Background: an optimization exercise with open tools, aiming at small area. Do not read the settings as production practice. Only simulation tests tie the RTL to the original design; equivalence was not proved. Power figures rest on the tool's default switching activity, not on a simulated workload.

## old
Design gaussian_noise, start of the top module:
module gaussian_noise (Y, select, clk, Y_hat, noise_debug, reset, state);
input [31:0] Y;
input [2:0] select;
input reset;
input clk;
output [31:0] Y_hat, noise_debug;
output [2:0] state;
reg [31:0] g0;   
reg [31:0] g1;   
reg [31:0] g2;   
reg [31:0] g3;   
reg [31:0] g4;   
reg [31:0] g5;   
reg [37:0] ch;   
reg [31:1] ca1, ca2, cb1, cb2;   
wire h00 = ch[6] ^ ch[4] ^ ch[3] ^ ch[2];
wire h01 = ch[5] ^ ch[2];
wire h02 = ch[6] ^ ch[5] ^ ch[3] ^ ch[2];
wire h03 = ch[5] ^ ch[3] ^ ch[2] ^ ch[1] ^ ch[0];
wire h04 = ch[6] ^ ch[4] ^ ch[1];
wire [2:0] n0 = {2'b0,h00} + {2'b0,h01} + {2'b0,h02} + {2'b0,h03} + {2'b0,h04};
wire h10 = ch[6] ^ ch[3] ^ ch[2];
wire h11 = ch[5] ^ ch[4] ^ ch[3];
wire h12 = ch[6] ^ ch[5] ^ ch[3] ^ ch[2];
wire h13 = ch[6] ^ ch[5] ^ ch[4] ^ ch[1];
wire h14 = ch[6] ^ ch[1];
wire [2:0] n1 = {2'b0,h10} + {2'b0,h11} + {2'b0,h12} + {2'b0,h13} + {2'b0,h14};
always @(posedge clk or posedge reset) begin
  if (reset) begin
    g0 <= 32'h0f0f0f0f;
    g1 <= 32'h0fefbf0f;
    g2 <= 32'h0aefba0f;
    g3 <= 32'h0aef6a04;
    g4 <= 32'h0a2f6204;
    g5 <= 32'h112c6204;
    ch <= 38'h6d;
    ca1 <= 31'h00000006;
    ca2 <= 31'h00000008;
    cb1 <= 31'h00000013;
    cb2 <= 31'h00000008;
  end else begin
    g0 <= {g0[30:0], g0[31]^g0[21]^g0[1]^g0[0]};
    g1 <= {g1[30:0], g1[31]^g1[21]^g1[1]^g1[0]};
  ...
Settings: LEC_CHECK=0, CAP_MARGIN=20, CORE_MARGIN=2, CORE_UTILIZATION=40, CTS_BUF_LIST=sky130_fd_sc_hd__clkbuf_8, CTS_CLUSTER_DIAMETER=60, CTS_CLUSTER_SIZE=16, SLEW_MARGIN=20; clock period 15.0 ns.
standard.sh (not shown) runs the stock make flow with config.mk's settings and CLKGATE_MAP_FILE= SYNTH_SCRIPT=/design/flow/synth_recipe.tcl, a recipe that flattens the netlist after the stock synthesis.
==> flow/flow/run.sh <==
#!/bin/bash
# Standard ORFS layout, with the port buffers inserted as the smallest buffer cell.
# Each tool's full log is kept by ORFS under orfs/logs/; make's own output goes to flow_make.log.
set -euo pipefail
bash standard.sh BUFFER_PORTS_ARGS="-buffer_cell sky130_fd_sc_hd__buf_1" finish > flow_make.log 2>&1
Here is what was changed in the inputs of new compared with old.
--- a/flow/design.v
+++ b/flow/design.v
@@ -58,26 +58,24 @@
 genvar ia;
 generate for (ia = 0; ia < 32; ia = ia + 1) begin : para
   assign a0[ia] = ch[ia+6] ^ ch[ia+5] ^ ch[ia+3] ^ ch[ia+0];
 end endgenerate
 wire [31:0] b0;
 genvar ib;
 generate for (ib = 0; ib < 32; ib = ib + 1) begin : parb
   assign b0[ib] = ch[ib+5] ^ ch[ib+3];
 end endgenerate
 wire valid = ~(select[2] & select[1]);   
 wire setb = select[2] | (select[1] & select[0]);   
-wire [5:0] sel1h = {select == 3'd5, select == 3'd4, select == 3'd3, select == 3'd2, select == 3'd1, select == 3'd0};
-wire [31:0] gs = ({32{sel1h[0]}} & g0) | ({32{sel1h[1]}} & g1) | ({32{sel1h[2]}} & g2) | ({32{sel1h[3]}} & g3) | ({32{sel1h[4]}} & g4) | ({32{sel1h[5]}} & g5);
-wire [31:0] c0 = setb ? b0 : a0;
-wire [31:0] c1 = setb ? b1 : a1, c2 = setb ? b2 : a2;
+wire [31:0] gs = select[2] ? (select[0] ? g5 : g4) : (select[1] ? (select[0] ? g3 : g2) : (select[0] ? g1 : g0));
+wire [31:0] c0 = setb ? b0 : a0, c1 = setb ? b1 : a1, c2 = setb ? b2 : a2;
 wire [31:0] v0 = c0;
 wire [31:0] v1 = c1 ^ (gs & ~c0);
 wire [31:0] v2 = c2 ^ (gs & ~(c1 & c0));
 wire [31:0] ra = v0, rb = {v1[30:0], 1'b0}, rc = {v2[29:0], 2'b0};
 wire [31:0] cs = ra ^ rb ^ rc;
 wire [31:0] cc = (ra & rb) | (ra & rc) | (rb & rc);
 wire [31:0] n_p = cs ^ {cc[30:0], 1'b0};
 wire [31:0] n_g = cs & {cc[30:0], 1'b0};
 wire n_G1 = n_g[0] | (n_p[0] & 1'b0);
 wire n_P1 = n_p[0] & 1'b0;
 wire n_G2 = n_g[2] | (n_p[2] & n_g[1]);
==> comparison <==
- select[0] as the worst setup path startpoint was reported by new, and select[2] by old.
- Layout overhead on the synthesized area (lower): new
- Summary — met1 track utilization from global routing, new relative to old: higher, by 0.64 points.
- Count of TritonRoute iterations in the first routing pass was lower in new than in old.
- Final cell area: new above old
- Lower multiplexer fraction of the synthesized cell area was reported by old, not new.
- old has a higher register-to-register slack than new.
- old → new: via density per instance dropped about 5.4%; cell-internal power -0.84%; final net count shows a reduction of 20; setup slack went down; utilization after layout went down.

## what the ideal ports hide
The flow's constraints put no driver on any port. The routed layouts listed below were extracted and timed again, unchanged, in two steps.
Step 1 assumes that a clkbuf_16 drives the clock port and a buf_2 every other input.
Step 2 also shifts input and output timing later by t, the mid clock arrival at the registers, as if the neighbouring blocks saw the same clock.
Three values: no drivers, after step 1, after step 2; two values: the first two.
run	t, ns	setup WS [ns]	hold slack, ns	clock arrival spread, ns	worst register clock-pin slew, ns
old	0.637	0.795 / 0.773 / 0.773	0.362 / 0.362 / 0.362	0.027 / 0.028	0.10 / 0.10
new	0.628	0.725 / 0.705 / 0.705	0.342 / 0.342 / 0.342	0.034 / 0.034	0.11 / 0.11
After both steps every run listed still meets setup and hold. For old, which loses most, drivers alone change the setup slack by -0.022 ns; drivers and shift together by -0.022 ns.
